Source: an optimization exercise on an open RTL-to-GDS flow (aim: small area, a short achievable clock period and few clock cycles). Production flows keep margins and buffers that such runs may drop.
No activity file was given, so power comes from the tool's default toggle rates.

==> flow/design.v (excerpt) <==
module wisc_cache (
   input         clk,
   input         rst,
   input  [15:0] Addr,
   input  [15:0] DataIn,
   input         Rd,
   input         Wr,
   output [15:0] DataOut,
   output        Done,
   output        Stall,
   output        CacheHit,
   output        err,
   output [51:0] bank_addr,     
   output [63:0] bank_wdata,    
   output [3:0]  bank_we,       
   input  [63:0] bank_rdata     
);
Size in the first run: roughly 120 flip-flops, about 240 I/O pins, ~4100 um2 of cells after synthesis.
==> module mem_system, before the edit <==
module mem_system(
   output [15:0] DataOut,
   output        Done,
   output        Stall,
   output        CacheHit,
   output        err,
   input  [15:0] Addr,
   input  [15:0] DataIn,
   input         Rd,
   input         Wr,
   input         createdump,
   input         clk,
   input         rst,
   output [15:0] M_addr,
   output [15:0] M_data_in,
   output        M_wr,
   output        M_rd,
   input  [15:0] M_data_out,
   input         M_stall,
   input  [3:0]  M_busy,
   input         err_mem
   );
   parameter memtype = 0;
   reg [1:0] st;
   wire free01 = Addr[1] ? ~M_busy[1] : ~M_busy[0];
   wire free23 = Addr[1] ? ~M_busy[3] : ~M_busy[2];
   wire bank_free = Addr[2] ? free23 : free01;
   wire can_send = ~(st[1] ^ st[0]);
   assign M_rd = Rd & bank_free & can_send;
   assign M_wr = Wr & bank_free;
   assign M_addr = Addr;
   assign M_data_in = DataIn;
   assign Done = (st == 2'b10) | M_wr;
   assign DataOut = M_data_out;
   assign CacheHit = M_wr & ~st[0];
   assign Stall = Rd | Wr;
   assign err = Addr[0] | (Rd & Wr);
   always @(posedge clk) begin
      if (rst)
         st <= 2'b00;
      else if (st == 2'b01)
         st <= 2'b10;
      else if (st == 2'b10)
         st <= 2'b00;
      else if (M_rd)
         st <= 2'b01;
      else if ((Rd | Wr) & ~Done)
         st <= 2'b11;
      else
         st <= 2'b00;
   end
endmodule
==> flow/config.mk <==
export PLATFORM = sky130hd
export DESIGN_NAME = wisc_cache
export DESIGN_NICKNAME = wisc_cache
export VERILOG_FILES = /design/flow/design.v
export SDC_FILE = /design/flow/constraint.sdc
export NUM_CORES = 4
export LEC_CHECK = 0
export ABC_CLOCK_PERIOD_IN_PS = 1000
export CAP_MARGIN = 20
export CORE_MARGIN = 2
export CORE_UTILIZATION = 40
export CTS_BUF_LIST = sky130_fd_sc_hd__clkbuf_8
export CTS_CLUSTER_DIAMETER = 60
export CTS_CLUSTER_SIZE = 30
export PLACE_DENSITY = 0.6
export SLEW_MARGIN = 20
==> flow/constraint.sdc <==
create_clock -name core_clock -period 12.0 [get_ports {clk}]
set_input_delay 2.4000 -clock core_clock [delete_from_list [all_inputs] [get_ports {clk}]]
set_output_delay 2.4000 -clock core_clock [all_outputs]
set_load 0.01 [all_outputs]
standard.sh (not shown) runs the stock make flow with config.mk's settings and CLKGATE_MAP_FILE= SYNTH_SCRIPT=/design/flow/synth_recipe.tcl, a recipe that flattens the netlist after the stock synthesis.
==> flow/flow/run.sh <==
#!/bin/bash
# The standard layout, with the port buffers made of buf_1 cells instead of
# the resizer's default choice (clkdlybuf4s50_1).
cp standard.sh standard_sh_copy.txt
export BUFFER_PORTS_ARGS="-buffer_cell sky130_fd_sc_hd__buf_1"
bash standard.sh > standard.log 2>&1
Then changed:
--- a/flow/design.v
+++ b/flow/design.v
@@ -138,13 +138,12 @@
    input  [3:0]  M_busy,
    input         err_mem
    );
    parameter memtype = 0;
    reg [1:0] st;
-   wire free01 = Addr[1] ? ~M_busy[1] : ~M_busy[0];
-   wire free23 = Addr[1] ? ~M_busy[3] : ~M_busy[2];
-   wire bank_free = Addr[2] ? free23 : free01;
+   wire [3:0] sel = {Addr[2] & Addr[1], Addr[2] & ~Addr[1], ~Addr[2] & Addr[1], ~Addr[2] & ~Addr[1]};
+   wire bank_free = |(sel & ~M_busy);
    wire can_send = ~(st[1] ^ st[0]);
    assign M_rd = Rd & bank_free & can_send;
    assign M_wr = Wr & bank_free;
    assign M_addr = Addr;
    assign M_data_in = DataIn;
What happened: Cell count hardly moves; area after synthesis is about the same; non-clock buffer count climbs by 3; worst hold slack improves by 0.012 ns; die area stays flat; count of clock-buffer cells in the layout fell by 4; total power came out higher by about 1.7%; critical path depth stays the same; sequential share of layout area decreases by 0.33 points; utilization went up by 0.34 points; cell area came out higher by 0.70%; synthesized cell count barely changes; register-to-register slack gets better by 0.43 ns; setup slack gets worse by 0.11 ns.
No functional check of the RTL was part of any run of this note.

==> re-timing with driven ports <==
Ports are ideal in the flow. The routed layouts listed here were re-timed in OpenROAD. Step 1, drivers: a clkbuf_16 drives clk and a buf_2 each remaining input, both assumed. Step 2, shift: input delay + t, output delay - t, t = (earliest + latest rising clock arrival at the registers) / 2. This alone moves slack from input paths to output paths. Slacks: ideal / step 1 / step 2; pairs: ideal / step 1.
run | shift t [ns] | slack for setup (ns) | worst hold slack (ns) | worst data-port slew with drivers (ns)
the first run | 0.428 | 6.130 / 6.101 / 6.101 | 0.453 / 0.453 / 0.453 | 0.06
the second run | 0.432 | 6.019 / 5.992 / 5.992 | 0.465 / 0.465 / 0.465 | 0.06
After both steps every run listed still meets setup and hold. The setup slack of the first run, which loses most, moves by -0.029 ns with the drivers and by -0.029 ns with both steps.
